Source: an optimization exercise on an open RTL-to-GDS flow (aim: small area, a short achievable clock period and few clock cycles). Production flows keep margins and buffers that such runs may drop.
At most, simulation tests tie the RTL to the original design; equivalence was not proved.
Function not checked in run 1: the RTL went through the layout flow alone.
No activity file was given, so power comes from the tool's default toggle rates.

$ cat design/flow/config.mk
export PLATFORM = sky130hd
export DESIGN_NAME = control_top
export DESIGN_NICKNAME = control_top
export VERILOG_FILES = /design/flow/design.v
export SDC_FILE = /design/flow/constraint.sdc
export NUM_CORES = 8
export LEC_CHECK = 0
export CAP_MARGIN = 20
export CORE_MARGIN = 2
export CORE_UTILIZATION = 30
export SLEW_MARGIN = 20
export SYNTH_HIERARCHICAL = 1
$ cat design/flow/flow/run.sh
#!/bin/bash
# The standard layout (the standard.sh: ORFS synthesis to final layout) with
# one change: repair_timing aims for 6.5 ns of setup slack instead of 0, so the
# resizer keeps working on paths well below the 10 ns clock period.
# make's full output goes to flow.log in this folder; ORFS keeps each tool's
# own log under orfs/logs/.
set -euo pipefail
bash standard.sh SETUP_SLACK_MARGIN=6.5 finish > flow.log 2>&1
$ cat design/flow/standard.sh
#!/bin/bash
# synth_recipe.tcl (not shown) runs the flow's synth.tcl, then flattens the netlist and writes it again
# the make line also repeats each setting of config.mk as NAME=value (left out here)
make -C /OpenROAD-flow-scripts/flow DESIGN_CONFIG=/design/flow/config.mk WORK_HOME=/design/flow/orfs CLKGATE_MAP_FILE= SYNTH_SCRIPT=/design/flow/synth_recipe.tcl "${@:-finish}"
$ cat design/flow/constraint.sdc
create_clock -name core_clock -period 10.0 [get_ports {clk}]
set_input_delay 2.0000 -clock core_clock [delete_from_list [all_inputs] [get_ports {clk}]]
set_output_delay 2.0000 -clock core_clock [all_outputs]
set_load 0.01 [all_outputs]
$ cat design/flow/design.v
module alu (
    input  logic [63:0] a,
    input  logic [63:0] b,
    input  logic        sub,
    input  logic        selSum,
    input  logic        selAnd,
    input  logic        selSlt,
    input  logic        selSh,
    input  logic        selLink,
    input  logic        shLeft,
    input  logic        shArith,
    input  logic        shZero,
    input  logic [4:0]  shamt,
    input  logic [31:0] link,
    input  logic [2:0]  f3,
    output logic [63:0] sum,
    output logic [63:0] res,
    output logic        taken
);
logic [63:0] shl, shr, sra, shOut;
logic        lt, eq;
logic [63:0] p, g, pp, gg;
always_comb begin
    p = a ^ b;
    g = a & b;
    g[0] = g[0] | (p[0] & sub);
    pp = p;
    gg = g;
    for (int l = 1; l < 64; l = l * 2)
        for (int j = 63; j >= l; j--) begin
            gg[j] = gg[j] | (pp[j] & gg[j-l]);
            pp[j] = pp[j] & pp[j-l];
        end
end
assign sum = p ^ {gg[62:0], sub};
assign lt  = (a[63] == b[63]) ? a[63] : sum[63];
assign eq  = &(a ^ b);
assign shl = a << shamt;
assign sra = $signed(a) >>> shamt;
assign shr = shArith ? sra : (a >> shamt);
assign shOut = shZero ? 64'd0 : (shLeft ? shl : shr);
assign res = ({64{selSum}}  & sum)
           | ({64{selAnd}}  & (a & b))
           | ({64{selSlt}}  & {63'b0, lt})
           | ({64{selSh}}   & shOut)
           | ({64{selLink}} & {32'b0, link});
always_comb begin
    case (f3)
        3'b000:  taken = eq;
        3'b001:  taken = !eq;
        3'b100:  taken = lt;
        default: taken = !lt;    
    endcase
end
endmodule
module ks16 (
    input  logic [15:0] a,
    input  logic [15:0] b,
    input  logic        ci,
    output logic [15:0] s,
    output logic        co
);
logic [15:0] p, g, pp, gg;
always_comb begin
    p = a ^ b;
    g = a & b;
    g[0] = g[0] | (p[0] & ci);
    pp = p;
    gg = g;
    for (int l = 1; l < 16; l = l * 2)
        for (int j = 15; j >= l; j--) begin
            gg[j] = gg[j] | (pp[j] & gg[j-l]);
            pp[j] = pp[j] & pp[j-l];
        end
end
assign s  = p ^ {gg[14:0], ci};
assign co = gg[15];
endmodule
module incdec16 (
    input  logic [15:0] a,
    output logic [15:0] inc,
    output logic [15:0] dec
);
assign inc = a + 16'd1;
assign dec = a - 16'd1;
endmodule
module pcsel (
    input  logic        taken,
    input  logic        predE,
    input  logic        brE,
    input  logic        jE,
    input  logic        jalrE,
    input  logic        excE,
    input  logic [31:0] jalrTgt,
    input  logic [31:0] tgtE,
    input  logic [31:0] pcp4E,
    input  logic [31:0] pcRest,
    output logic [31:0] pcNext,
    output logic        redirE
);
logic [31:0] tgt;
assign tgt    = jalrE ? jalrTgt : excE ? 32'd254 : predE ? pcp4E : tgtE;
assign redirE = (brE && (taken != predE)) || (jE && !predE) || jalrE || excE;
assign pcNext = redirE ? tgt : pcRest;
endmodule
module regread (
    input  logic [4:0]        rs,
    input  logic [31:1]       valid,
    input  logic [64*31-1:0]  data,
    output logic [63:0]       q
);
always_comb begin
    q = '0;
    for (int i = 1; i < 32; i++)
        q = q | ({64{rs == 5'(i) && valid[i]}} & data[64*(i-1) +: 64]);
end
endmodule
module tgtadd (
    input  logic [31:0] a,
    input  logic [19:0] off,
    output logic [31:0] s
);
logic [31:0] b, p, g, pp, gg;
always_comb begin
    b = {{12{off[19]}}, off};
    p = a ^ b;
    g = a & b;
    pp = p;
    gg = g;
    for (int l = 1; l < 32; l = l * 2)
        for (int j = 31; j >= l; j--) begin
            gg[j] = gg[j] | (pp[j] & gg[j-l]);
            pp[j] = pp[j] & pp[j-l];
        end
end
assign s = p ^ {gg[30:0], 1'b0};
endmodule
module control_top(
    output logic [15:0] imem_addr,
    input  logic [31:0] imem_rdata,
    output logic [15:0] dmem_addr,
    output logic [63:0] dmem_wdata,
    output logic dmem_we,
    input  logic [63:0] dmem_rdata,
    output logic halted,
    input logic clk,
    input logic reset
);
logic [31:0] pcF;
logic        vecF;           
logic [31:0] IR, pcD, pcp4D;
logic        vD, vecD, btbD;
logic [63:0] opA, opB, sdE;
logic [31:0] pcp4E;          
logic [19:0] offE;           
logic        allocE;         
logic        vE;             
logic [4:0]  rdE;            
logic        ldE, stE, brE, jE, jalrE, excE, brkE, predE;
logic [4:0]  rdEr;
logic        ldEr, stEr, brEr, jEr, allocEr, jalrEr, excEr, brkEr;
assign rdE    = vE ? rdEr : 5'd0;
assign ldE    = vE && ldEr;
assign stE    = vE && stEr;
assign brE    = vE && brEr;
assign jE     = vE && jEr;
assign allocE = vE && allocEr;
assign jalrE  = vE && jalrEr;
assign excE   = vE && excEr;
assign brkE   = brkEr;
logic [2:0]  f3E;
logic        subE, selSumE, selAndE, selSltE, selShE, selLinkE;
logic        shLeftE, shArithE, shZeroE;
logic [4:0]  shamtE;
logic [63:0] resM;
logic [15:0] addrM;
logic [4:0]  rdM;
logic        ldM, stM;
logic [2:0]  f3M;
logic [63:0] resW;
logic [4:0]  rdW;
logic [31:1] weW;            
logic        ldW;
logic [2:0]  f3W;
logic [63:0] rf [1:31];
logic [31:1] rfv;            
logic        haltR;
logic [63:0] ldata, finalW;
always_comb begin
    case (f3W)
        3'b010:  ldata = {31'b0, dmem_rdata[63], dmem_rdata[31:0]};
        3'b001:  ldata = {47'b0, dmem_rdata[63], dmem_rdata[15:0]};
        3'b100:  ldata = {56'b0, dmem_rdata[7:0]};
        default: ldata = dmem_rdata;
    endcase
end
assign finalW = ldW ? ldata : resW;
always_ff @(posedge clk or posedge reset) begin
    if (reset)
        rfv <= '0;
    else
        rfv <= rfv | weW;
end
always_ff @(posedge clk) begin
    for (int i = 1; i < 32; i++)
        if (weW[i])
            rf[i] <= finalW;
end
logic [63:0] sum, resE;
logic        taken, redirE, excRedir;
alu alu (
    .a(opA), .b(opB), .sub(subE),
    .selSum(selSumE), .selAnd(selAndE), .selSlt(selSltE), .selSh(selShE), .selLink(selLinkE),
    .shLeft(shLeftE), .shArith(shArithE), .shZero(shZeroE), .shamt(shamtE),
    .link(pcp4E), .f3(f3E),
    .sum(sum), .res(resE), .taken(taken)
);
assign excRedir = excE;
tgtadd tgtadd (.a(pcp4E), .off(offE), .s(tgtE));
logic brkNow, killAll;
assign brkNow  = vE && brkE;
assign killAll = brkNow || haltR;
logic [6:0] opc;
logic [2:0] f3;
logic [4:0] rs1, rs2, rdD;
assign IR  = imem_rdata;
assign opc = IR[6:0];
assign f3  = IR[14:12];
assign rs1 = IR[19:15];
assign rs2 = IR[24:20];
assign rdD = IR[11:7];
logic isR, isI, isU, isL, isS, isBop, isJRop, isJ, isSys;
assign isR    = opc == 7'b0110011;
assign isI    = opc == 7'b0010011;
assign isU    = opc == 7'b0110111;
assign isL    = opc == 7'b0000011;
assign isS    = opc == 7'b0100011;
assign isBop  = opc == 7'b1100011;
assign isJRop = opc == 7'b1100111;
assign isJ    = opc == 7'b1101111;
assign isSys  = opc == 7'b1110011;
logic isJalr, bf3, isBr, isExc, isBrk, writes, useRs1, useRs2;
assign isJalr = isJRop && f3 == 3'b000;
assign bf3    = (f3 == 3'b001) || (f3 == 3'b100) || (f3 == 3'b101);
assign isBr   = (isBop && (f3 == 3'b000 || bf3)) || (isJRop && bf3);
assign isExc  = !(isR || isI || isU || isL || isS || isBop || isJRop || isJ || isSys);
assign isBrk  = IR == 32'h00100073;
assign writes = isR || isI || isU || isL || isJ || isJalr;
assign useRs1 = isR || isI || isL || isS || isBr || isJalr;
assign useRs2 = isR || isS || isBr;
logic [31:0] offB;
logic        brZero, jZero, predD;
assign offB = (f3 == 3'b000) ? {{20{IR[31]}}, IR[31:20]}
                             : {{20{IR[30]}}, IR[30:25], IR[11:8], 2'b00};
assign brZero = (f3 == 3'b000) ? (IR[31:20] == 12'd0) : ({IR[30:25], IR[11:8]} == 10'd0);
assign jZero  = ({IR[19:12], IR[20], IR[30:21]} == 19'd0);
logic brD, jD;   
assign brD   = isBr && !brZero;
assign jD    = isJ && !jZero;
assign predD = (brD && offB[31]) || jD;
logic subD;
assign subD = isBr || ((isR || isI) && f3 == 3'b010) || (isR && f3 == 3'b000 && IR[31:29] != 3'b000);
logic [63:0] immD;
always_comb begin
    if (isU)
        immD = {{32{IR[31]}}, IR[31:12], 12'b0};
    else if (isS)
        immD = {{52{IR[31]}}, IR[31:25], IR[11:7]};
    else if (isL && f3 == 3'b100)
        immD = {52'b0, IR[31:20]};
    else
        immD = {{52{IR[31]}}, IR[31:20]};
end
logic [63:0] rf1, rf2, v1, v2;
logic [64*31-1:0] rfflat;
always_comb
    for (int i = 1; i < 32; i++)
        rfflat[64*(i-1) +: 64] = rf[i];
regread rd1 (.rs(rs1), .valid(rfv), .data(rfflat), .q(rf1));
regread rd2 (.rs(rs2), .valid(rfv), .data(rfflat), .q(rf2));
logic h1E, h1M, h1W, h2E, h2M, h2W;
assign h1E = rdE != 5'd0 && rs1 == rdE;
assign h1M = rdM != 5'd0 && rs1 == rdM;
assign h1W = rdW != 5'd0 && rs1 == rdW;
assign h2E = rdE != 5'd0 && rs2 == rdE;
assign h2M = rdM != 5'd0 && rs2 == rdM;
assign h2W = rdW != 5'd0 && rs2 == rdW;
assign v1 = h1E ? resE : h1M ? resM : h1W ? finalW : rf1;
assign v2 = h2E ? resE : h2M ? resM : h2W ? finalW : rf2;
logic stallD, vDi;
assign vDi = vD && !vecD;    
assign stallD = vDi && ((useRs1 && ((h1E && ldE) || (h1M && ldM))) ||
                       (useRs2 && ((h2E && ldE) || (h2M && ldM))));
logic refetch, vecRedir;
assign refetch  = stallD;
assign vecRedir = vD && vecD;
logic [31:0] btbTag, btbTgt, pcF4, tgtE;
logic        btbV, btbHit;
assign pcF4   = pcF + 32'd4;
assign btbHit = btbV && pcF4 == btbTag;    
logic [31:0] pcRest, pcF_next;
always_comb begin
    if (vecRedir)      pcRest = imem_rdata;
    else if (refetch)  pcRest = pcD;
    else if (btbHit)   pcRest = btbTgt;
    else               pcRest = pcF4;
end
pcsel pcsel (
    .taken(taken), .predE(predE), .brE(brE), .jE(jE), .jalrE(jalrE), .excE(excE),
    .jalrTgt(sum[31:0]), .tgtE(tgtE), .pcp4E(pcp4E), .pcRest(pcRest),
    .pcNext(pcF_next), .redirE(redirE)
);
assign imem_addr = pcF[15:0];
always_ff @(posedge clk or posedge reset) begin
    if (reset) begin
        pcF  <= '0;
        vecF <= 1'b0;
        vD   <= 1'b0;
        vecD <= 1'b0;
        btbD <= 1'b0;
        btbV <= 1'b0;
        vE   <= 1'b0;
        haltR <= 1'b0;
    end else begin
        pcF  <= pcF_next;
        vecF <= excRedir;
        vD   <= !(redirE || refetch || vecRedir || killAll);
        vecD <= vecF;
        btbD <= btbHit;
        if (allocE)
            btbV <= 1'b1;
        vE   <= vDi && !stallD && !redirE && !killAll;
        if (brkNow)
            haltR <= 1'b1;
    end
end
always_ff @(posedge clk) begin
    if (allocE) begin
        btbTag <= pcp4E;
        btbTgt <= tgtE;
    end
    pcD   <= pcF;
    pcp4D <= pcF + 32'd4;
end
logic goE;
assign goE = vDi && !stallD;
always_ff @(posedge clk or posedge reset) begin
    if (reset) begin
        rdEr   <= '0;
        ldEr   <= 1'b0;
        stEr   <= 1'b0;
        brEr   <= 1'b0;
        jEr    <= 1'b0;
        allocEr <= 1'b0;
        jalrEr <= 1'b0;
        excEr  <= 1'b0;
        brkEr  <= 1'b0;
    end else begin
        rdEr   <= (goE && writes) ? rdD : 5'd0;
        ldEr   <= goE && isL;
        stEr   <= goE && isS;
        brEr   <= goE && brD;
        jEr    <= goE && jD;
        allocEr <= goE && predD && !btbD;
        jalrEr <= goE && isJalr;
        excEr  <= goE && isExc;
        brkEr  <= goE && isBrk;
    end
end
always_ff @(posedge clk) begin
    opA  <= isU ? 64'd0 : v1;
    opB  <= ((isR || isBr) ? v2 : immD) ^ {64{subD}};
    sdE  <= v2;
    pcp4E <= pcp4D;
    offE <= isJ ? {IR[19:12], IR[20], IR[30:21], 1'b0} : {{8{offB[11]}}, offB[11:0]};
    predE <= btbD;
    f3E  <= f3;
    subE <= subD;
    selLinkE <= isJ || isJalr;
    selSltE  <= (isR || isI) && f3 == 3'b010;
    selAndE  <= isR && f3 == 3'b111;
    selShE   <= isI && (f3 == 3'b001 || f3 == 3'b101);
    selSumE  <= !(isJ || isJalr || ((isR || isI) && f3 == 3'b010) || (isR && f3 == 3'b111) ||
                  (isI && (f3 == 3'b001 || f3 == 3'b101)));
    shLeftE  <= f3 == 3'b001;
    shArithE <= IR[29:24] == 6'b010000;
    shZeroE  <= IR[25];
    shamtE   <= IR[24:20];
end
logic [63:0] stData;
always_comb begin
    case (f3E)
        3'b010:  stData = {32'b0, sdE[31:0]};
        3'b001:  stData = {48'b0, sdE[15:0]};
        3'b000:  stData = {56'b0, sdE[7:0]};
        default: stData = sdE;
    endcase
end
always_ff @(posedge clk or posedge reset) begin
    if (reset) begin
        rdM <= '0;
        ldM <= 1'b0;
        stM <= 1'b0;
        rdW <= '0;
        weW <= '0;
        ldW <= 1'b0;
    end else begin
        rdM <= rdE;
        ldM <= ldE;
        stM <= stE;
        rdW <= rdM;
        for (int i = 1; i < 32; i++)
            weW[i] <= rdM == 5'(i);
        ldW <= ldM;
    end
end
always_ff @(posedge clk) begin
    resM  <= stE ? stData : resE;
    addrM <= sum[15:0];
    f3M   <= f3E;
    resW  <= resM;
    f3W   <= f3M;
end
assign dmem_addr  = addrM;
assign dmem_wdata = resM;
assign dmem_we    = stM;
assign halted     = haltR;
endmodule
==> results.cfg, run 1 <==
[global_route]
grt_max_degree = 98
gr-total-overflow = 2
grtUsageTotal_pct = 42.4

[cts]
cts_hold_buf = 0
clockBufferDepth = 4
cts-buffers-inserted = 288
clockRootBuffer = clkbuf_16
clock-sinks = 2649
cts-htree-levels = 5

[synth]
syn_area_mm2 = 0.131
avgSynthCellArea_um2 = 10.9
mappedNetlistNets = 12300
ys.warnings.count = 11
syn_inst = 12100

[status]
status = aborted with a tool error
error_line = [ERROR GRT-0232] Routing congestion too high. Check the congestion heatmap in the GUI.
failing_step = global routing (5_1_grt)

[placed_design]
place_congestion = 1.02
portBuffers = 195
hpwlAfterDp_um = 468000

[die]
dieWidth_um = 665
placementRows = 242
die_y_um = 665
start_util_pct = 30.2
pin_count = 196
routing by layer:
| metal | GRT usage [%] | GRT overflow |
|---|---|---|
| met5 | 24.5 | 0 |
| met4 | 38.6 | 2 |
| met3 | 34.6 | 0 |
| met2 | 52.2 | 0 |
| met1 | 42.1 | 0 |
per-stage QoR:
stage | cell area (um^2) | hold WS, ns | cells | worst slack [ns]
floorplan | 139000 | 0.310 | 12100 | 5.52
global placement | 144000 | 0.310 | 17300 | 2.82
detailed placement | 144000 | 0.312 | 17300 | 2.86
CTS | 177000 | 0.314 | 19000 | 5.75
power by group through the flow:
| stage | combinational [W] | clock (W) | sequential [W] |
|---|---|---|---|
| after floorplan | 0.00256 | 0 | 0.0131 |
| after global placement | 0.00405 | 0 | 0.0135 |
| after detailed placement | 0.00405 | 0 | 0.0135 |
| after CTS | 0.00511 | 0.0109 | 0.0132 |
repair_timing:
item | 4_1_cts
gates cloned | 184
setup endpoints to repair | 421
setup buffers | 1035
pin swaps | 824
resized for setup | 2666
worst min-delay path by stage:
stage / start / endpoint / cells past startpoint / slack (ns)
global placement: pcp4D[17] / pcp4E[17] / 0 / 0.31
CTS: pcp4D[20] / pcp4E[20] / 0 / 0.31
detailed placement: pcp4D[15] / pcp4E[15] / 0 / 0.31
floorplan: f3M[0] / f3W[0] / 0 / 0.31
==> run 2, diff against run 1 <==
--- a/design/flow/design.v
+++ b/design/flow/design.v
@@ -17,7 +17,7 @@
     output logic [63:0] res,
     output logic        taken
 );
-logic [63:0] shl, shr, sra, shOut;
+logic [63:0] shOut;
 logic        lt, eq;
 logic [63:0] p, g, pp, gg;
 always_comb begin
@@ -33,12 +33,20 @@
         end
 end
 assign sum = p ^ {gg[62:0], sub};
-assign lt  = (a[63] == b[63]) ? a[63] : sum[63];
-assign eq  = &(a ^ b);
-assign shl = a << shamt;
-assign sra = $signed(a) >>> shamt;
-assign shr = shArith ? sra : (a >> shamt);
-assign shOut = shZero ? 64'd0 : (shLeft ? shl : shr);
+cmp64 cmp (.a(a), .bn(b), .eq(eq), .lt(lt));
+logic [63:0] ain, x;
+logic        fill;
+always_comb begin
+    for (int i = 0; i < 64; i++)
+        ain[i] = shLeft ? a[63-i] : a[i];
+    fill = shArith && !shLeft && a[63];
+    x = ain;
+    for (int s = 0; s < 5; s++)
+        if (shamt[s])
+            x = ({64{fill}} << (64 - (1 << s))) | (x >> (1 << s));
+    for (int i = 0; i < 64; i++)
+        shOut[i] = !shZero && (shLeft ? x[63-i] : x[i]);
+end
 assign res = ({64{selSum}}  & sum)
            | ({64{selAnd}}  & (a & b))
            | ({64{selSlt}}  & {63'b0, lt})
@@ -53,6 +61,68 @@
     endcase
 end
 endmodule
+module cmp64 (
+    input  logic [63:0] a,
+    input  logic [63:0] bn,
+    output logic        eq,
+    output logic        lt
+);
+logic [63:0] x, y;
+logic [63:0] gt0, eq0;
+logic [31:0] gt1, eq1;
+logic [15:0] gt2, eq2;
+logic [7:0]  gt3, eq3;
+logic [3:0]  gt4, eq4;
+logic [1:0]  gt5, eq5;
+always_comb begin
+    x = {~a[63], a[62:0]};
+    y = {bn[63], ~bn[62:0]};
+    for (int i = 0; i < 64; i++) begin
+        gt0[i] = x[i] & ~y[i];
+        eq0[i] = ~(x[i] ^ y[i]);
+    end
+    for (int i = 0; i < 32; i++) begin
+        gt1[i] = gt0[2*i+1] | (eq0[2*i+1] & gt0[2*i]);
+        eq1[i] = eq0[2*i+1] & eq0[2*i];
+    end
+    for (int i = 0; i < 16; i++) begin
+        gt2[i] = gt1[2*i+1] | (eq1[2*i+1] & gt1[2*i]);
+        eq2[i] = eq1[2*i+1] & eq1[2*i];
+    end
+    for (int i = 0; i < 8; i++) begin
+        gt3[i] = gt2[2*i+1] | (eq2[2*i+1] & gt2[2*i]);
+        eq3[i] = eq2[2*i+1] & eq2[2*i];
+    end
+    for (int i = 0; i < 4; i++) begin
+        gt4[i] = gt3[2*i+1] | (eq3[2*i+1] & gt3[2*i]);
+        eq4[i] = eq3[2*i+1] & eq3[2*i];
+    end
+    for (int i = 0; i < 2; i++) begin
+        gt5[i] = gt4[2*i+1] | (eq4[2*i+1] & gt4[2*i]);
+        eq5[i] = eq4[2*i+1] & eq4[2*i];
+    end
+    eq = eq5[1] & eq5[0];
+    lt = ~(gt5[1] | (eq5[1] & gt5[0])) & ~eq;
+end
+endmodule
+module wbsel (
+    input  logic [63:0] mem,
+    input  logic [63:0] res,
+    input  logic        ld,
+    input  logic [2:0]  f3,
+    output logic [63:0] q
+);
+logic [63:0] ldata;
+always_comb begin
+    case (f3)
+        3'b010:  ldata = {31'b0, mem[63], mem[31:0]};
+        3'b001:  ldata = {47'b0, mem[63], mem[15:0]};
+        3'b100:  ldata = {56'b0, mem[7:0]};
+        default: ldata = mem;
+    endcase
+end
+assign q = ld ? ldata : res;
+endmodule
 module ks16 (
     input  logic [15:0] a,
     input  logic [15:0] b,
@@ -84,6 +154,12 @@
 assign inc = a + 16'd1;
 assign dec = a - 16'd1;
 endmodule
+module inc4_32 (
+    input  logic [31:0] a,
+    output logic [31:0] s
+);
+assign s = a + 32'd4;
+endmodule
 module pcsel (
     input  logic        taken,
     input  logic        predE,
@@ -109,11 +185,44 @@
     input  logic [64*31-1:0]  data,
     output logic [63:0]       q
 );
-always_comb begin
-    q = '0;
+logic [31:1] s;
+always_comb
     for (int i = 1; i < 32; i++)
-        q = q | ({64{rs == 5'(i) && valid[i]}} & data[64*(i-1) +: 64]);
-end
+        s[i] = rs == 5'(i) && valid[i];
+logic [63:0] t [0:10];
+genvar k;
+generate
+    for (k = 0; k < 9; k++) begin : g3
+        aoi222_64 g (
+            .d0(data[64*(3*k)   +: 64]), .s0(s[3*k+1]),
+            .d1(data[64*(3*k+1) +: 64]), .s1(s[3*k+2]),
+            .d2(data[64*(3*k+2) +: 64]), .s2(s[3*k+3]),
+            .y(t[k])
+        );
+    end
+    for (k = 0; k < 2; k++) begin : g2
+        aoi22_64 g (
+            .d0(data[64*(27+2*k) +: 64]), .s0(s[28+2*k]),
+            .d1(data[64*(28+2*k) +: 64]), .s1(s[29+2*k]),
+            .y(t[9+k])
+        );
+    end
+endgenerate
+assign q = ~(t[0] & t[1] & t[2] & t[3] & t[4] & t[5] & t[6] & t[7] & t[8] & t[9] & t[10]);
+endmodule
+module aoi222_64 (
+    input  logic [63:0] d0, d1, d2,
+    input  logic        s0, s1, s2,
+    output logic [63:0] y
+);
+assign y = ~(({64{s0}} & d0) | ({64{s1}} & d1) | ({64{s2}} & d2));
+endmodule
+module aoi22_64 (
+    input  logic [63:0] d0, d1,
+    input  logic        s0, s1,
+    output logic [63:0] y
+);
+assign y = ~(({64{s0}} & d0) | ({64{s1}} & d1));
 endmodule
 module tgtadd (
     input  logic [31:0] a,
@@ -135,6 +244,22 @@
 end
 assign s = p ^ {gg[30:0], 1'b0};
 endmodule
+module opselA (
+    input  logic [63:0] d0, d1, d2, d3,
+    input  logic        s0, s1, s2, s3,
+    output logic [63:0] q
+);
+assign q = ({64{s0}} & d0) | ({64{s1}} & d1) | ({64{s2}} & d2) | ({64{s3}} & d3);
+endmodule
+module opselB (
+    input  logic [63:0] d0, d1, d2, d3, d4,
+    input  logic        s0, s1, s2, s3, s4,
+    input  logic        inv,
+    output logic [63:0] q
+);
+assign q = (({64{s0}} & d0) | ({64{s1}} & d1) | ({64{s2}} & d2) | ({64{s3}} & d3) |
+            ({64{s4}} & d4)) ^ {64{inv}};
+endmodule
 module control_top(
     output logic [15:0] imem_addr,
     input  logic [31:0] imem_rdata,
@@ -150,7 +275,8 @@
 logic        vecF;           
 logic [31:0] IR, pcD, pcp4D;
 logic        vD, vecD, btbD;
-logic [63:0] opA, opB, sdE;
+logic [63:0] opA, opB;       
+logic [15:0] immE;           
 logic [31:0] pcp4E;          
 logic [19:0] offE;           
 logic        allocE;         
@@ -185,16 +311,8 @@
 logic [63:0] rf [1:31];
 logic [31:1] rfv;            
 logic        haltR;
-logic [63:0] ldata, finalW;
-always_comb begin
-    case (f3W)
-        3'b010:  ldata = {31'b0, dmem_rdata[63], dmem_rdata[31:0]};
-        3'b001:  ldata = {47'b0, dmem_rdata[63], dmem_rdata[15:0]};
-        3'b100:  ldata = {56'b0, dmem_rdata[7:0]};
-        default: ldata = dmem_rdata;
-    endcase
-end
-assign finalW = ldW ? ldata : resW;
+logic [63:0] finalW;
+wbsel wbsel (.mem(dmem_rdata), .res(resW), .ld(ldW), .f3(f3W), .q(finalW));
 always_ff @(posedge clk or posedge reset) begin
     if (reset)
         rfv <= '0;
@@ -271,7 +389,7 @@
     else
         immD = {{52{IR[31]}}, IR[31:20]};
 end
-logic [63:0] rf1, rf2, v1, v2;
+logic [63:0] rf1, rf2;
 logic [64*31-1:0] rfflat;
 always_comb
     for (int i = 1; i < 32; i++)
@@ -285,8 +403,22 @@
 assign h2E = rdE != 5'd0 && rs2 == rdE;
 assign h2M = rdM != 5'd0 && rs2 == rdM;
 assign h2W = rdW != 5'd0 && rs2 == rdW;
-assign v1 = h1E ? resE : h1M ? resM : h1W ? finalW : rf1;
-assign v2 = h2E ? resE : h2M ? resM : h2W ? finalW : rf2;
+logic [63:0] opAn, opBn;
+logic        a0, a1, a2, a3, b0, b1, b2, b3, b4, useImm;
+assign useImm = !(isR || isBr || isS);
+assign a0 = !isU && h1E;
+assign a1 = !isU && !h1E && h1M;
+assign a2 = !isU && !h1E && !h1M && h1W;
+assign a3 = !isU && !h1E && !h1M && !h1W;
+assign b0 = !useImm && h2E;
+assign b1 = !useImm && !h2E && h2M;
+assign b2 = !useImm && !h2E && !h2M && h2W;
+assign b3 = !useImm && !h2E && !h2M && !h2W;
+assign b4 = useImm;
+opselA osA (.d0(resE), .d1(resM), .d2(finalW), .d3(rf1), .s0(a0), .s1(a1), .s2(a2), .s3(a3),
+            .q(opAn));
+opselB osB (.d0(resE), .d1(resM), .d2(finalW), .d3(rf2), .d4(immD),
+            .s0(b0), .s1(b1), .s2(b2), .s3(b3), .s4(b4), .inv(subD), .q(opBn));
 logic stallD, vDi;
 assign vDi = vD && !vecD;    
 assign stallD = vDi && ((useRs1 && ((h1E && ldE) || (h1M && ldM))) ||
@@ -296,7 +428,7 @@
 assign vecRedir = vD && vecD;
 logic [31:0] btbTag, btbTgt, pcF4, tgtE;
 logic        btbV, btbHit;
-assign pcF4   = pcF + 32'd4;
+inc4_32 incF (.a(pcF), .s(pcF4));
 assign btbHit = btbV && pcF4 == btbTag;    
 logic [31:0] pcRest, pcF_next;
 always_comb begin
@@ -340,7 +472,7 @@
         btbTgt <= tgtE;
     end
     pcD   <= pcF;
-    pcp4D <= pcF + 32'd4;
+    pcp4D <= pcF4;
 end
 logic goE;
 assign goE = vDi && !stallD;
@@ -368,9 +500,9 @@
     end
 end
 always_ff @(posedge clk) begin
-    opA  <= isU ? 64'd0 : v1;
-    opB  <= ((isR || isBr) ? v2 : immD) ^ {64{subD}};
-    sdE  <= v2;
+    opA  <= opAn;
+    opB  <= opBn;
+    immE <= immD[15:0];
     pcp4E <= pcp4D;
     offE <= isJ ? {IR[19:12], IR[20], IR[30:21], 1'b0} : {{8{offB[11]}}, offB[11:0]};
     predE <= btbD;
@@ -390,10 +522,10 @@
 logic [63:0] stData;
 always_comb begin
     case (f3E)
-        3'b010:  stData = {32'b0, sdE[31:0]};
-        3'b001:  stData = {48'b0, sdE[15:0]};
-        3'b000:  stData = {56'b0, sdE[7:0]};
-        default: stData = sdE;
+        3'b010:  stData = {32'b0, opB[31:0]};
+        3'b001:  stData = {48'b0, opB[15:0]};
+        3'b000:  stData = {56'b0, opB[7:0]};
+        default: stData = opB;
     endcase
 end
 always_ff @(posedge clk or posedge reset) begin
@@ -416,7 +548,7 @@
 end
 always_ff @(posedge clk) begin
     resM  <= stE ? stData : resE;
-    addrM <= sum[15:0];
+    addrM <= opA[15:0] + immE;
     f3M   <= f3E;
     resW  <= resM;
     f3W   <= f3M;
==> design/flow/flow/run.sh (replaced) <==
#!/bin/bash
# The standard layout (the standard.sh: ORFS synthesis to final layout) with
# one change: repair_timing aims for 6.2 ns of setup slack instead of 0, so the
# resizer keeps working on paths well below the 10 ns clock period.
# Should the incremental reroute after the post-global-route repair stop on an
# overflowing gcell, global routing is redone without that repair.
# make's full output goes to the flow_*.log files in this folder; ORFS keeps
# each tool's own log under orfs/logs/.
set -uo pipefail
M=SETUP_SLACK_MARGIN=6.2
bash standard.sh $M cts > flow_cts.log 2>&1 || exit 1
if ! bash standard.sh $M grt > flow_grt.log 2>&1; then
    bash standard.sh $M SKIP_INCREMENTAL_REPAIR=1 grt > flow_grt2.log 2>&1 || exit 1
fi
bash standard.sh $M finish > flow_finish.log 2>&1 || exit 1
--- a/design/flow/config.mk
+++ b/design/flow/config.mk
@@ -8,5 +8,6 @@
 export CAP_MARGIN = 20
 export CORE_MARGIN = 2
 export CORE_UTILIZATION = 30
+export PLACE_DENSITY = 0.5
 export SLEW_MARGIN = 20
 export SYNTH_HIERARCHICAL = 1
==> results.cfg, run 2 <==
[status]
status = no timing/DRC/antenna violations

[critical_path]
worst_ep_required_time_ns = 10.76
r2r_start = opB[26]
worstPathArrival_ns = 5.37
crit_fanout = 5
reg2reg_setup_slack_ns = 5.86
r2r_cells = 16
reg2reg_to = opB[59]
startpoint_type = primary input
end_kind = register
critPathKind = in -> reg

[final_layout]
top_register = rf
final_common_cell = edfxtp_1
fillers = 37900
drive_gt1_share_pct = 24.7
final_cell_mix = 2,048 x edfxtp_1, 1,239 x a222oi_1, 452 x buf_4, 359 x nand2_1, 357 x a22oi_1
fin_cells = 14700
largest_reg_flops = 1984
multiInputGateArea_mm2 = 0.0442
areaGrowthSynthToFinish_pct = 21.8
nNetsFinal = 9362
regArea_mm2 = 0.0737

[hold_path]
min_path_type = reg -> reg
hold_depth = 0
hold_start = pcp4D[24]
worstHoldEndpoint = pcp4E[24]

[power]
powerDensity_mw_per_mm2 = 192
total_leakage_power_nw = 51.1
power.total_w = 0.0283
vdd_ir_drop_max_v = 0.000130

[cts]
cts-buffers-inserted = 296
cts-htree-levels = 5
clock-sinks = 2603
clockRootBuffer = clkbuf_16
clockBufferDepth = 4
clkTransAtPathRegs_ns = 0.06
cts_tree = built
clk_latency_ns = 0.95

[timing]
final.setup.tns_ns = 0
relSlewSlack_pct = 21.8
slew_viol_final = 0
finalClockSkew_ns = 0.0705
min_period_ns = 4.61
setup-violations-final = 0
hold_viol = 0
tightestPinTransition_ns = 1.17
rsz0062_at_grt = true
fin_ws_ns = 5.39
max_freq_ghz = 0.217
finalCritPeriodShare_pct = 46.1

[route]
dr.first_iter.drc_count = 25300
drc = 0
vias = 99200
drtAntennaViolNets = 0
vias_per_cell = 6.75
wl_um = 625000
firstDrtPassIters = 15
wl_per_cell_um = 42.5

[placed_design]
portBuffers = 195
place_congestion = 0.962
place_inst = 13500
hpwlAfterDp_um = 347000
place_ws_ns = 3.76

[die]
pin_count = 196
dieWidth_um = 639
design.die.area_mm2 = 0.408
start_util_pct = 30.1
core_area_mm2 = 0.402
placementRows = 233
die_y_um = 639

[global_route]
grt_pass1_vias = 92700
grt_max_degree = 97
grt_pass1_wl_um = 818000
grtUsageTotal_pct = 28.9
antenna_found_initial = 93
gr-total-overflow = 0

[synth]
ys.warnings.count = 14
syn_inst = 8474
mappedNetlistNets = 8751
syn_area_mm2 = 0.121
avgSynthCellArea_um2 = 14.3

[run]
cap_violations = 0
## run 2: what timing repair did
item | CTS | global route
setup endpoints to repair | 344 | 212
gates resized for setup | 1022 | 272
pin swaps | 483 | 342
cloned | 113 | 20
hold buffers | 0 | 0
setup buffers | 343 | 132
## run 2: worst max-delay path by stage
stage              startpoint  endpoint  slack (ns)  depth (start not counted)
2_1_floorplan   imem_rdata[0]   opB[24]        5.76                         12
3_3_place_gp   imem_rdata[23]   opB[25]        3.06                         10
3_5_place_dp   imem_rdata[20]   opB[25]        3.76                         11
4_1_cts        imem_rdata[20]   opB[25]        5.67                         11
5_1_grt        imem_rdata[20]   opB[28]        5.43                         13
6_report       imem_rdata[20]   opB[26]        5.39                         12
## run 2: worst max-delay path, stage by stage
cell and delay [ns]:
buf_12 0.10, buf_12 0.13, and3b_2 0.25, and3_4 0.26, buf_12 0.16, buf_16 0.13, a222oi_1 0.35, nand4_1 0.77
or3_1 0.62, a222oi_1 0.29, nand2_1 0.11, xor2_1 0.14
## run 2: power by group
part           total (W)  internal, W  switching (W)
combinational    0.00433      0.00172        0.00261
sequential        0.0130       0.0124       0.000604
clock             0.0109      0.00634        0.00461
total             0.0283       0.0205        0.00782
## run 2: routing by layer
layer	GRT usage, %	part of all wire (%)	routed length, um
met3	9.79	14	88700
met5	0	0.065	409
met4	21.0	9.1	57000
met2	43.4	43	267000
met1	34.6	34	212000
## run 2: cell type report
class                   count  area share, %
well taps                5287           4.49
clock buffers             396           5.55
clock inverters           138          0.928
multi-input cells        5082           30.0
diodes                     86          0.146
flip-flops and latches   2603           50.1
inverters                  93          0.244
repair buffers           1009           8.49
## run 2: metrics by stage
step / area [um^2] / utilization, % / hold slack [ns]
6_report: 147000 / 36.6 / 0.315
5_1_grt: 147000 / 36.6 / 0.331
3_5_place_dp: 126000 / 31.4 / 0.312
2_1_floorplan: 121000 / - / 0.310
3_3_place_gp: 126000 / 31.4 / 0.310
4_1_cts: 144000 / 35.9 / 0.315
Testbench counts of run 2, summed over its fixed seeds: cycles 33,615.
==> run 3, diff against run 2 <==
--- a/design/flow/design.v
+++ b/design/flow/design.v
@@ -19,20 +19,7 @@
 );
 logic [63:0] shOut;
 logic        lt, eq;
-logic [63:0] p, g, pp, gg;
-always_comb begin
-    p = a ^ b;
-    g = a & b;
-    g[0] = g[0] | (p[0] & sub);
-    pp = p;
-    gg = g;
-    for (int l = 1; l < 64; l = l * 2)
-        for (int j = 63; j >= l; j--) begin
-            gg[j] = gg[j] | (pp[j] & gg[j-l]);
-            pp[j] = pp[j] & pp[j-l];
-        end
-end
-assign sum = p ^ {gg[62:0], sub};
+add64 add (.a(a), .b(b), .ci(sub), .s(sum));
 cmp64 cmp (.a(a), .bn(b), .eq(eq), .lt(lt));
 logic [63:0] ain, x;
 logic        fill;
@@ -105,6 +92,41 @@
     lt = ~(gt5[1] | (eq5[1] & gt5[0])) & ~eq;
 end
 endmodule
+module add64 (
+    input  logic [63:0] a,
+    input  logic [63:0] b,
+    input  logic        ci,
+    output logic [63:0] s
+);
+logic [63:0] p, g, g1, p1, g2, p2, g4, p4, g8, p8, g16, p16, g32, p32;
+assign p = a ^ b;
+assign g = (a & b) | {63'b0, p[0] & ci};
+kslvl #(.L(1))  l1 (.gi(g),   .pi(p),   .go(g1),  .po(p1));
+kslvl #(.L(2))  l2 (.gi(g1),  .pi(p1),  .go(g2),  .po(p2));
+kslvl #(.L(4))  l3 (.gi(g2),  .pi(p2),  .go(g4),  .po(p4));
+kslvl #(.L(8))  l4 (.gi(g4),  .pi(p4),  .go(g8),  .po(p8));
+kslvl #(.L(16)) l5 (.gi(g8),  .pi(p8),  .go(g16), .po(p16));
+kslvl #(.L(32)) l6 (.gi(g16), .pi(p16), .go(g32), .po(p32));
+assign s = p ^ {g32[62:0], ci};
+endmodule
+module kslvl #(
+    parameter L = 1
+)(
+    input  logic [63:0] gi,
+    input  logic [63:0] pi,
+    output logic [63:0] go,
+    output logic [63:0] po
+);
+always_comb
+    for (int j = 0; j < 64; j++)
+        if (j >= L) begin
+            go[j] = gi[j] | (pi[j] & gi[j-L]);
+            po[j] = pi[j] & pi[j-L];
+        end else begin
+            go[j] = gi[j];
+            po[j] = pi[j];
+        end
+endmodule
 module wbsel (
     input  logic [63:0] mem,
     input  logic [63:0] res,
@@ -183,7 +205,7 @@
     input  logic [4:0]        rs,
     input  logic [31:1]       valid,
     input  logic [64*31-1:0]  data,
-    output logic [63:0]       q
+    output logic [63:0]       qn        
 );
 logic [31:1] s;
 always_comb
@@ -208,7 +230,7 @@
         );
     end
 endgenerate
-assign q = ~(t[0] & t[1] & t[2] & t[3] & t[4] & t[5] & t[6] & t[7] & t[8] & t[9] & t[10]);
+assign qn = ~(~(t[0] & t[1] & t[2] & t[3]) | ~(t[4] & t[5] & t[6] & t[7]) | ~(t[8] & t[9] & t[10]));
 endmodule
 module aoi222_64 (
     input  logic [63:0] d0, d1, d2,
@@ -245,19 +267,19 @@
 assign s = p ^ {gg[30:0], 1'b0};
 endmodule
 module opselA (
-    input  logic [63:0] d0, d1, d2, d3,
+    input  logic [63:0] d0, d1, d2, d3n,
     input  logic        s0, s1, s2, s3,
     output logic [63:0] q
 );
-assign q = ({64{s0}} & d0) | ({64{s1}} & d1) | ({64{s2}} & d2) | ({64{s3}} & d3);
+assign q = ({64{s0}} & d0) | ({64{s1}} & d1) | ({64{s2}} & d2) | ({64{s3}} & ~d3n);
 endmodule
 module opselB (
-    input  logic [63:0] d0, d1, d2, d3, d4,
+    input  logic [63:0] d0, d1, d2, d3n, d4,
     input  logic        s0, s1, s2, s3, s4,
     input  logic        inv,
     output logic [63:0] q
 );
-assign q = (({64{s0}} & d0) | ({64{s1}} & d1) | ({64{s2}} & d2) | ({64{s3}} & d3) |
+assign q = (({64{s0}} & d0) | ({64{s1}} & d1) | ({64{s2}} & d2) | ({64{s3}} & ~d3n) |
             ({64{s4}} & d4)) ^ {64{inv}};
 endmodule
 module control_top(
@@ -273,8 +295,10 @@
 );
 logic [31:0] pcF;
 logic        vecF;           
+logic [31:0] pcI, pcp4I;
+logic        vI, vecI, btbI;
 logic [31:0] IR, pcD, pcp4D;
-logic        vD, vecD, btbD;
+logic        vD, btbD;
 logic [63:0] opA, opB;       
 logic [15:0] immE;           
 logic [31:0] pcp4E;          
@@ -341,7 +365,6 @@
 logic [6:0] opc;
 logic [2:0] f3;
 logic [4:0] rs1, rs2, rdD;
-assign IR  = imem_rdata;
 assign opc = IR[6:0];
 assign f3  = IR[14:12];
 assign rs1 = IR[19:15];
@@ -389,13 +412,13 @@
     else
         immD = {{52{IR[31]}}, IR[31:20]};
 end
-logic [63:0] rf1, rf2;
+logic [63:0] rf1n, rf2n;      
 logic [64*31-1:0] rfflat;
 always_comb
     for (int i = 1; i < 32; i++)
         rfflat[64*(i-1) +: 64] = rf[i];
-regread rd1 (.rs(rs1), .valid(rfv), .data(rfflat), .q(rf1));
-regread rd2 (.rs(rs2), .valid(rfv), .data(rfflat), .q(rf2));
+regread rd1 (.rs(rs1), .valid(rfv), .data(rfflat), .qn(rf1n));
+regread rd2 (.rs(rs2), .valid(rfv), .data(rfflat), .qn(rf2n));
 logic h1E, h1M, h1W, h2E, h2M, h2W;
 assign h1E = rdE != 5'd0 && rs1 == rdE;
 assign h1M = rdM != 5'd0 && rs1 == rdM;
@@ -415,25 +438,24 @@
 assign b2 = !useImm && !h2E && !h2M && h2W;
 assign b3 = !useImm && !h2E && !h2M && !h2W;
 assign b4 = useImm;
-opselA osA (.d0(resE), .d1(resM), .d2(finalW), .d3(rf1), .s0(a0), .s1(a1), .s2(a2), .s3(a3),
+opselA osA (.d0(resE), .d1(resM), .d2(finalW), .d3n(rf1n), .s0(a0), .s1(a1), .s2(a2), .s3(a3),
             .q(opAn));
-opselB osB (.d0(resE), .d1(resM), .d2(finalW), .d3(rf2), .d4(immD),
+opselB osB (.d0(resE), .d1(resM), .d2(finalW), .d3n(rf2n), .d4(immD),
             .s0(b0), .s1(b1), .s2(b2), .s3(b3), .s4(b4), .inv(subD), .q(opBn));
-logic stallD, vDi;
-assign vDi = vD && !vecD;    
-assign stallD = vDi && ((useRs1 && ((h1E && ldE) || (h1M && ldM))) ||
+logic stallD;
+assign stallD = vD && ((useRs1 && ((h1E && ldE) || (h1M && ldM))) ||
                        (useRs2 && ((h2E && ldE) || (h2M && ldM))));
 logic refetch, vecRedir;
-assign refetch  = stallD;
-assign vecRedir = vD && vecD;
+assign refetch  = stallD && vI;      
+assign vecRedir = vI && vecI;
 logic [31:0] btbTag, btbTgt, pcF4, tgtE;
 logic        btbV, btbHit;
 inc4_32 incF (.a(pcF), .s(pcF4));
-assign btbHit = btbV && pcF4 == btbTag;    
+assign btbHit = btbV && pcF == btbTag;
 logic [31:0] pcRest, pcF_next;
 always_comb begin
     if (vecRedir)      pcRest = imem_rdata;
-    else if (refetch)  pcRest = pcD;
+    else if (refetch)  pcRest = pcI;
     else if (btbHit)   pcRest = btbTgt;
     else               pcRest = pcF4;
 end
@@ -447,8 +469,10 @@
     if (reset) begin
         pcF  <= '0;
         vecF <= 1'b0;
+        vI   <= 1'b0;
+        vecI <= 1'b0;
+        btbI <= 1'b0;
         vD   <= 1'b0;
-        vecD <= 1'b0;
         btbD <= 1'b0;
         btbV <= 1'b0;
         vE   <= 1'b0;
@@ -456,26 +480,37 @@
     end else begin
         pcF  <= pcF_next;
         vecF <= excRedir;
-        vD   <= !(redirE || refetch || vecRedir || killAll);
-        vecD <= vecF;
-        btbD <= btbHit;
+        vI   <= !(redirE || refetch || vecRedir || killAll);
+        vecI <= vecF;
+        btbI <= btbHit;
+        if (stallD)
+            vD <= vD && !redirE && !killAll;
+        else begin
+            vD   <= vI && !vecI && !redirE && !killAll;
+            btbD <= btbI;
+        end
         if (allocE)
             btbV <= 1'b1;
-        vE   <= vDi && !stallD && !redirE && !killAll;
+        vE   <= vD && !stallD && !redirE && !killAll;
         if (brkNow)
             haltR <= 1'b1;
     end
 end
 always_ff @(posedge clk) begin
     if (allocE) begin
-        btbTag <= pcp4E;
+        btbTag <= pcp4E - 32'd4;
         btbTgt <= tgtE;
     end
-    pcD   <= pcF;
-    pcp4D <= pcF4;
+    pcI   <= pcF;
+    pcp4I <= pcF4;
+    if (!stallD) begin
+        IR    <= imem_rdata;
+        pcD   <= pcI;
+        pcp4D <= pcp4I;
+    end
 end
 logic goE;
-assign goE = vDi && !stallD;
+assign goE = vD && !stallD;
 always_ff @(posedge clk or posedge reset) begin
     if (reset) begin
         rdEr   <= '0;
==> results.cfg, run 3 <==
[status]
status = no timing/DRC/antenna violations

[route]
dr.first_iter.drc_count = 22600
firstDrtPassIters = 22
wl_um = 668000
drtAntennaViolNets = 0
vias = 102000
drc = 0
vias_per_cell = 6.78
wl_per_cell_um = 44.2

[timing]
finalClockSkew_ns = 0.0632
relSlewSlack_pct = 15.4
tightestPinTransition_ns = 1.27
min_period_ns = 4.06
slew_viol_final = 0
final.setup.tns_ns = 0
holdWs_ns = 0.322
hold_viol = 0
max_freq_ghz = 0.247
rsz0062_at_grt = true
finalCritPeriodShare_pct = 40.6
setup-violations-final = 0

[final_layout]
drive_gt1_share_pct = 22.2
top_register = rf
largest_reg_flops = 1984
areaGrowthSynthToFinish_pct = 16.7
fin_util_pct = 35.1
final_cell_mix = 2,112 x edfxtp_1, 1,156 x a222oi_1, 418 x buf_4, 342 x a21o_1, 342 x nand2_1
nNetsFinal = 9580
final_common_cell = edfxtp_1

[critical_path]
max_stage_delay_ns = 0.92
crit_chain = buf_4, nor2_1, and3_4, buf_6, a222oi_1, nand4_1, nor3_1, nand2b_1, nand3_1
cp_top_family = simple AND/OR/NAND/NOR gates
slowest_stage = nor3_1
critPathLaunch = IR[17]
end_kind = register
worstPathArrival_ns = 4.87
r2r_cells = 9
reg2reg_setup_slack_ns = 5.94
critPathKind = reg -> reg
reg2reg_to = opA[8]
startpoint_type = register
r2r_start = IR[17]
crit_fanout = 27
crit_cells = 9
worst_ep_required_time_ns = 10.81
crit_buf_inv = 2

[global_route]
grt_pass1_wl_um = 868000
grt_max_degree = 67
grt_pass1_vias = 96500
gr-total-overflow = 0
grtUsageTotal_pct = 29.8
antenna_found_initial = 80

[die]
placementRows = 238
pin_count = 196
die_y_um = 653
design.die.area_mm2 = 0.426
core_area_mm2 = 0.420
start_util_pct = 30.1
dieWidth_um = 653

[cts]
cts_hold_buf = 0
clockRootBuffer = clkbuf_16
clockBufferDepth = 4
clock-sinks = 2669
cts_tree = built
clkTransAtPathRegs_ns = 0.06
clk_latency_ns = 0.97
cts-htree-levels = 5
cts-buffers-inserted = 301

[run]
cap_violations = 0

[placed_design]
portBuffers = 195
hpwlAfterDp_um = 416000
place_congestion = 1.05

[power]
powerDensity_mw_per_mm2 = 198
total_leakage_power_nw = 52.1
power.total_w = 0.0291
vdd_ir_drop_max_v = 0.000184

[synth]
avgSynthCellArea_um2 = 14.0
syn_inst = 9002
ys.warnings.count = 20
mappedNetlistNets = 9278
syn_area_mm2 = 0.126

[hold_path]
hold_depth = 0
min_path_type = reg -> reg
hold_start = pcp4D[8]
worstHoldEndpoint = pcp4E[8]
-- run 3: per-stage QoR --
stage / worst slack, ns / area (um^2) / std cells
after global routing: 6.10 / 147000 / 15100
after floorplan: 6.28 / 126000 / 9002
final: 5.94 / 147000 / 15100
after detailed placement: 4.51 / 132000 / 14300
after CTS: 5.99 / 145000 / 15000
after global placement: 4.45 / 132000 / 14300
-- run 3: layout make-up --
cell class	instances	area (um^2)
Clock inverter	168	1830
Timing Repair Buffer	765	7260
Tap cell	5520	6910
Inverter	52	221
Sequential cell	2669	75700
Fill cell	40300	272000
Antenna cell	42	105
Multi-Input combinational cell	5515	47300
Clock buffer	379	8100
-- run 3: per-layer routing --
| metal | up-vias | GRT usage, % | share of wire, % |
|---|---|---|---|
| met5 | - | 0 | 0.057 |
| met3 | 2187 | 10.3 | 14 |
| met1 | 52200 | 36.0 | 35 |
| met2 | 9235 | 44.1 | 42 |
| li1 | 38900 | - | - |
| met4 | 38 | 21.3 | 8.5 |
-- run 3: worst reg2reg max path: cells and delay by family (launching register included) --
kind	cells	cell delay [ns]
AOI/OAI and AO/OA	1	0.35
and+or+nand+nor	6	2.46
DFF	1	0.32
buffers and inverters	2	0.81
-- run 3: worst max-delay path by stage --
stage / to / slack, ns
after detailed placement: opB[19] / 4.51
after CTS: opB[19] / 5.99
after global placement: opB[19] / 4.45
after global routing: opB[19] / 6.10
final: opA[8] / 5.94
after floorplan: opB[32] / 6.28
-- run 3: timing repair --
| action | 4_1_cts | 5_1_grt |
|---|---|---|
| buffers inserted | 91 | 98 |
| resized for setup | 682 | 247 |
| pin swaps | 64 | 69 |
| cloned | 25 | 6 |
| setup endpoints to repair | 393 | 135 |
-- run 3: power breakdown --
part	internal, W	switching, W
Sequential	0.0128	0.000610
Combinational	0.00160	0.00272
Clock	0.00654	0.00487
Testbench counts of run 3, summed over its fixed seeds: cycles 35,955.
==> run 4, diff against run 3 <==
==> design/flow/flow/run.sh (replaced) <==
#!/bin/bash
# The standard layout (the standard.sh: ORFS synthesis to final layout) with
# two changes: repair_timing aims for 6.2 ns of setup slack instead of 0, so the
# resizer keeps working on paths well below the 10 ns clock period; and it may
# resize cells to other drive strengths before global routing too
# (MATCH_CELL_FOOTPRINT=0; the platform's default allows only same-footprint
# swaps there).
# Should the incremental reroute after the post-global-route repair stop on an
# overflowing gcell, global routing is redone without that repair.
# make's full output goes to the flow_*.log files in this folder; ORFS keeps
# each tool's own log under orfs/logs/.
set -uo pipefail
M="SETUP_SLACK_MARGIN=6.2 MATCH_CELL_FOOTPRINT=0"
bash standard.sh $M cts > flow_cts.log 2>&1 || exit 1
if ! bash standard.sh $M grt > flow_grt.log 2>&1; then
    bash standard.sh $M SKIP_INCREMENTAL_REPAIR=1 grt > flow_grt2.log 2>&1 || exit 1
fi
bash standard.sh $M finish > flow_finish.log 2>&1 || exit 1
==> results.cfg, run 4 <==
[status]
status = no timing/DRC/antenna violations

[route]
dr.first_iter.drc_count = 22800
drtAntennaViolNets = 0
drc = 0
wl_per_cell_um = 44.0
vias_per_cell = 6.76
wl_um = 663000
firstDrtPassIters = 21
vias = 102000

[global_route]
grt_max_degree = 67
grtUsageTotal_pct = 29.7
gr-total-overflow = 0
grt_pass1_vias = 96400
antenna_found_initial = 77
grt_pass1_wl_um = 865000

[placed_design]
place_ws_ns = 4.51
portBuffers = 195
placement.cell_area_mm2 = 0.132
hpwlAfterDp_um = 416000
place_congestion = 1.05

[critical_path]
critPathKind = reg -> reg
crit_buf_inv = 3
r2r_start = IR[19]
reg2reg_to = opA[47]
crit_fanout = 19
crit_path_frequent_cell = buf_6
end_kind = register
slowest_stage = and3_4
worstPathArrival_ns = 4.93
startpoint_type = register
crit_chain = buf_4, nor3b_4, and3_4, buf_6, buf_6, a222oi_1, nand4_1, nor3_1, nand2b_1, nand3_1
worst_ep_required_time_ns = 10.86
max_stage_delay_ns = 0.58
reg2reg_setup_slack_ns = 5.93
cp_top_family = simple AND/OR/NAND/NOR gates
r2r_cells = 10

[hold_path]
min_path_type = reg -> reg
worstHoldEndpoint = pcp4E[8]
hold_depth = 0
hold_start = pcp4D[8]

[power]
seqPwrFrac_pct = 46.1
p_switching_w = 0.00817
powerDensity_mw_per_mm2 = 198
vdd_ir_drop_max_v = 0.000183
power_frac_comb_pct = 14.7
total_leakage_power_nw = 52.6
p_sw_share_pct = 28.1
power_frac_clock_pct = 39.2
power.internal_w = 0.0209

[die]
placementRows = 238
core_area_mm2 = 0.420
pin_count = 196
die_y_um = 653
dieWidth_um = 653
start_util_pct = 30.1
design.die.area_mm2 = 0.426

[final_layout]
fin_util_pct = 35.0
fillers = 40300
regArea_mm2 = 0.0757
multiInputGateArea_mm2 = 0.0470
nNetsFinal = 9547
final_cell_mix = 2,112 x edfxtp_1, 1,156 x a222oi_1, 424 x buf_4, 342 x nand2_1, 341 x a21o_1
postLayoutCellArea_mm2 = 0.147
final_common_cell = edfxtp_1
largest_reg_flops = 1984
areaGrowthSynthToFinish_pct = 16.4
drive_gt1_share_pct = 21.6
top_register = rf

[timing]
finalClockSkew_ns = 0.0624
max_freq_ghz = 0.246
relSlewSlack_pct = 15.6
finalCritPeriodShare_pct = 40.7
setup-violations-final = 0
fin_ws_ns = 5.93
slew_viol_final = 0
rsz0062_at_grt = true
holdWs_ns = 0.321
final.setup.tns_ns = 0
hold_viol = 0
tightestPinTransition_ns = 1.26
min_period_ns = 4.07

[cts]
clockBufferDepth = 4
cts-htree-levels = 5
clk_latency_ns = 0.97
clock-sinks = 2669
cts-buffers-inserted = 301
clkTransAtPathRegs_ns = 0.06
cts_tree = built
clockRootBuffer = clkbuf_16
cts_hold_buf = 0

[synth]
mappedNetlistNets = 9278
avgSynthCellArea_um2 = 14.0
syn_inst = 9002
syn_area_mm2 = 0.126
ys.warnings.count = 20

[run]
cap_violations = 0
-- run 4: metrics by stage --
| stage | total power, W | cells |
|---|---|---|
| 3_5_place_dp | 0.0175 | 14300 |
| 6_report | 0.0291 | 15100 |
| 4_1_cts | 0.0290 | 15000 |
| 2_1_floorplan | 0.0156 | 9002 |
| 3_3_place_gp | 0.0174 | 14300 |
| 5_1_grt | 0.0298 | 15000 |
-- run 4: metal layers --
layer	GRT usage (%)	routed length, um	vias to the layer above	share of wire (%)
li1	-	-	38800	-
met1	36.1	235000	51700	35
met2	44.1	282000	9217	42
met3	9.97	91300	2184	14
met4	20.8	55000	28	8.3
met5	0	163	-	0.025
-- run 4: cell type report --
cell class	count	share of cell area, %
inverter	52	0.142
clock inverter	168	1.24
multi-input combinational	5509	32.0
timing repair buffer	738	4.88
tap	5520	4.70
antenna	41	0.0698
clock buffer	379	5.51
sequential	2669	51.5
-- run 4: how the worst max path moves through the flow --
stage	from	to	depth (start not counted)
global placement	IR[3]	opB[19]	10
detailed placement	IR[3]	opB[19]	10
CTS	opA[13]	opB[19]	16
floorplan	dmem_rdata[32]	opB[32]	5
finish	IR[19]	opA[47]	10
global route	IR[19]	opA[47]	10
-- run 4: repair_timing --
action / 4_1_cts / 5_1_grt
cloned: 21 / 4
gates resized for setup: 601 / 222
setup endpoints to repair: 393 / 135
setup buffers: 99 / 63
pin swaps: 57 / 51
-- run 4: power by group through the flow --
stage	combinational, W	clock [W]	sequential (W)
6_report	0.00429	0.0114	0.0134
5_1_grt	0.00451	0.0119	0.0134
4_1_cts	0.00412	0.0115	0.0134
3_5_place_dp	0.00380	0	0.0137
3_3_place_gp	0.00379	0	0.0137
2_1_floorplan	0.00227	0	0.0133
==> run 5, diff against run 4 <==
--- a/design/flow/design.v
+++ b/design/flow/design.v
@@ -202,7 +202,7 @@
 assign pcNext = redirE ? tgt : pcRest;
 endmodule
 module regread (
-    input  logic [4:0]        rs,
+    input  logic [31:1]       oh,
     input  logic [31:1]       valid,
     input  logic [64*31-1:0]  data,
     output logic [63:0]       qn        
@@ -210,7 +210,7 @@
 logic [31:1] s;
 always_comb
     for (int i = 1; i < 32; i++)
-        s[i] = rs == 5'(i) && valid[i];
+        s[i] = oh[i] && valid[i];
 logic [63:0] t [0:10];
 genvar k;
 generate
@@ -298,6 +298,7 @@
 logic [31:0] pcI, pcp4I;
 logic        vI, vecI, btbI;
 logic [31:0] IR, pcD, pcp4D;
+logic [31:1] oh1D, oh2D;     
 logic        vD, btbD;
 logic [63:0] opA, opB;       
 logic [15:0] immE;           
@@ -417,8 +418,8 @@
 always_comb
     for (int i = 1; i < 32; i++)
         rfflat[64*(i-1) +: 64] = rf[i];
-regread rd1 (.rs(rs1), .valid(rfv), .data(rfflat), .qn(rf1n));
-regread rd2 (.rs(rs2), .valid(rfv), .data(rfflat), .qn(rf2n));
+regread rd1 (.oh(oh1D), .valid(rfv), .data(rfflat), .qn(rf1n));
+regread rd2 (.oh(oh2D), .valid(rfv), .data(rfflat), .qn(rf2n));
 logic h1E, h1M, h1W, h2E, h2M, h2W;
 assign h1E = rdE != 5'd0 && rs1 == rdE;
 assign h1M = rdM != 5'd0 && rs1 == rdM;
@@ -446,7 +447,7 @@
 assign stallD = vD && ((useRs1 && ((h1E && ldE) || (h1M && ldM))) ||
                        (useRs2 && ((h2E && ldE) || (h2M && ldM))));
 logic refetch, vecRedir;
-assign refetch  = stallD && vI;      
+assign refetch  = stallD;             
 assign vecRedir = vI && vecI;
 logic [31:0] btbTag, btbTgt, pcF4, tgtE;
 logic        btbV, btbHit;
@@ -455,7 +456,7 @@
 logic [31:0] pcRest, pcF_next;
 always_comb begin
     if (vecRedir)      pcRest = imem_rdata;
-    else if (refetch)  pcRest = pcI;
+    else if (refetch)  pcRest = pcD;
     else if (btbHit)   pcRest = btbTgt;
     else               pcRest = pcF4;
 end
@@ -483,12 +484,8 @@
         vI   <= !(redirE || refetch || vecRedir || killAll);
         vecI <= vecF;
         btbI <= btbHit;
-        if (stallD)
-            vD <= vD && !redirE && !killAll;
-        else begin
-            vD   <= vI && !vecI && !redirE && !killAll;
-            btbD <= btbI;
-        end
+        vD   <= vI && !vecI && !redirE && !refetch && !killAll;
+        btbD <= btbI;
         if (allocE)
             btbV <= 1'b1;
         vE   <= vD && !stallD && !redirE && !killAll;
@@ -503,8 +500,12 @@
     end
     pcI   <= pcF;
     pcp4I <= pcF4;
-    if (!stallD) begin
+    begin
         IR    <= imem_rdata;
+        for (int i = 1; i < 32; i++) begin
+            oh1D[i] <= imem_rdata[19:15] == 5'(i);
+            oh2D[i] <= imem_rdata[24:20] == 5'(i);
+        end
         pcD   <= pcI;
         pcp4D <= pcp4I;
     end
==> results.cfg, run 5 <==
[global_route]
grt_pass1_vias = 96500
grt_max_degree = 68
antenna_found_initial = 63
grtUsageTotal_pct = 28.3
grt_pass1_wl_um = 849000
gr-total-overflow = 0

[placed_design]
place_ws_ns = 4.11
hpwlAfterDp_um = 428000
portBuffers = 195
placement.cell_area_mm2 = 0.134
place_congestion = 0.998

[timing]
finalClockSkew_ns = 0.100
setup-violations-final = 0
fin_ws_ns = 6.01
max_freq_ghz = 0.250
relSlewSlack_pct = 15.8
finalCritPeriodShare_pct = 39.9
rsz0062_at_grt = true
hold_viol = 0
min_period_ns = 3.99
tightestPinTransition_ns = 1.26
final.setup.tns_ns = 0
slew_viol_final = 0

[critical_path]
slowest_stage = o21ai_0
reg2reg_to = opB[52]
crit_fanout = 43
reg2reg_setup_slack_ns = 6.01
max_stage_delay_ns = 0.51
worst_ep_required_time_ns = 10.83
r2r_start = shLeftE
crit_buf_inv = 1
startpoint_type = register
worstPathArrival_ns = 4.83
r2r_cells = 11
end_kind = register
cp_top_family = compound AO/OA/AOI/OAI gates
crit_chain = buf_16, nand2b_2, o22ai_1, a211o_1, mux2_2, o21ai_0, a21oi_1, o31ai_4, a22oi_2, o211ai_2, xor2_1
critPathKind = reg -> reg

[final_layout]
drive_gt1_share_pct = 22.5
areaGrowthSynthToFinish_pct = 16.0
final_cell_mix = 2,048 x edfxtp_1, 1,156 x a222oi_1, 441 x buf_4, 414 x dfxtp_1, 337 x a21o_1
final_common_cell = edfxtp_1
largest_reg_flops = 1984
top_register = rf
postLayoutCellArea_mm2 = 0.149
fin_util_pct = 34.9
nNetsFinal = 9627

[power]
vdd_ir_drop_max_v = 0.000135
powerDensity_mw_per_mm2 = 200
power_frac_comb_pct = 14.9
power.total_w = 0.0298
p_switching_w = 0.00837
p_sw_share_pct = 28.1
total_leakage_power_nw = 53.0
power.internal_w = 0.0215
power_frac_clock_pct = 38.5
seqPwrFrac_pct = 46.6

[run]
cap_violations = 0

[cts]
clockRootBuffer = clkbuf_16
cts-buffers-inserted = 305
clkTransAtPathRegs_ns = 0.06
cts_tree = built
clockBufferDepth = 4
cts-htree-levels = 5
clock-sinks = 2763
clk_latency_ns = 0.99

[status]
status = no timing/DRC/antenna violations

[hold_path]
min_path_type = reg -> reg
hold_depth = 0
hold_start = pcp4I[31]
worstHoldEndpoint = pcp4D[31]

[die]
die_y_um = 658
placementRows = 240
design.die.area_mm2 = 0.434
start_util_pct = 30.1
dieWidth_um = 658
core_area_mm2 = 0.427
pin_count = 196

[synth]
ys.warnings.count = 20
syn_inst = 9142
avgSynthCellArea_um2 = 14.1
mappedNetlistNets = 9418
syn_area_mm2 = 0.129

[route]
dr.first_iter.drc_count = 21200
firstDrtPassIters = 14
wl_um = 642000
wl_per_cell_um = 41.9
vias_per_cell = 6.54
vias = 100000
drc = 0
drtAntennaViolNets = 0
==> run 5: power by group through the flow <==
stage	Sequential (W)	Clock (W)	Combinational, W
floorplan	0.0138	0	0.00239
global placement	0.0142	0	0.00387
detailed placement	0.0142	0	0.00389
CTS	0.0139	0.0116	0.00427
global route	0.0139	0.0120	0.00466
finish	0.0139	0.0115	0.00444
==> run 5: worst register-to-register path: stages (launching register included) <==
cell and delay [ns]:
dfxtp_4 0.45, buf_16 0.29, nand2b_2 0.48, o22ai_1 0.15, a211o_1 0.46, mux2_2 0.33
o21ai_0 0.51, a21oi_1 0.40, o31ai_4 0.48, a22oi_2 0.15, o211ai_2 0.12, xor2_1 0.09
==> run 5: timing repair <==
action / 4_1_cts / 5_1_grt
hold endpoints to repair: 0 / 0
gates cloned: 5 / 3
endpoints found under the setup margin: 325 / 113
pin swaps: 62 / 75
hold buffers: 0 / 0
gates resized for setup: 671 / 167
buffers inserted: 136 / 52
==> run 5: how the worst max path moves through the flow <==
stage,end,cells past startpoint,slack [ns],start
3_5_place_dp,pcF[1],14,4.11,opA[46]
2_1_floorplan,opB[32],5,6.25,dmem_rdata[32]
4_1_cts,opB[32],13,6.00,opB[0]
3_3_place_gp,pcF[0],14,4.08,opA[46]
5_1_grt,opB[32],13,6.01,opA[0]
6_report,opB[52],11,6.01,shLeftE
==> run 5: final cells by class <==
type                    instances  area, um^2
fillers                     41200      278000
flip-flops and latches       2763       77100
multi-input cells            5524       47700
clock buffers                 407        8530
well taps                    5687        7120
repair buffers                708        6750
clock inverters               147        1490
inverters                      49         199
diodes                         46         115
==> run 5: stage by stage <==
| stage | cells | hold slack (ns) |
|---|---|---|
| final | 15300 | 0.266 |
| after global routing | 15300 | 0.293 |
| after CTS | 15200 | 0.271 |
| after detailed placement | 14500 | 0.312 |
| after global placement | 14500 | 0.310 |
| after floorplan | 9142 | 0.310 |
==> run 5: metal layers <==
layer	share of wire [%]	GRT usage, %	vias up	routed length [um]
met5	0.022	0	-	140
met4	7.9	18.9	20	50600
met3	12	7.72	1976	74400
met2	45	45.1	8001	291000
met1	35	33.6	51300	226000
li1	-	-	38900	-
Testbench counts of run 5, summed over its fixed seeds: cycles 36,338.

-- static timing again, ports no longer ideal --
No port has a modelled driver above. Below, the same layouts with a new extraction and two added sets of constraints.
Step 1 assumes that a clkbuf_16 drives the clock port and a buf_2 every other input.
Step 2 adds t to the input delays and takes it off the output delays; t is the mean of the earliest and latest rising clock arrival at the registers after step 1. Input paths then give back, and output paths get back, about the clock's delay inside the block.
Three values: ideal, step 1, step 2; two values: the first two.
run | t (ns) | slack for setup (ns) | worst setup path at the end | worst register clock-pin slew, ns
run 2 | 1.028 | 5.394 / 5.457 / 4.429 | input to register | 0.07 / 0.07
run 3 | 1.051 | 5.944 / 5.944 / 5.475 | input to register | 0.08 / 0.08
run 4 | 1.053 | 5.930 / 5.930 / 5.465 | input to register | 0.08 / 0.08
run 5 | 1.056 | 6.005 / 6.005 / 5.463 | input to register | 0.07 / 0.07
After both steps setup and hold are still met in every run listed. For run 2, which loses most, drivers alone change the setup slack by +0.063 ns; drivers and shift together by -0.965 ns.
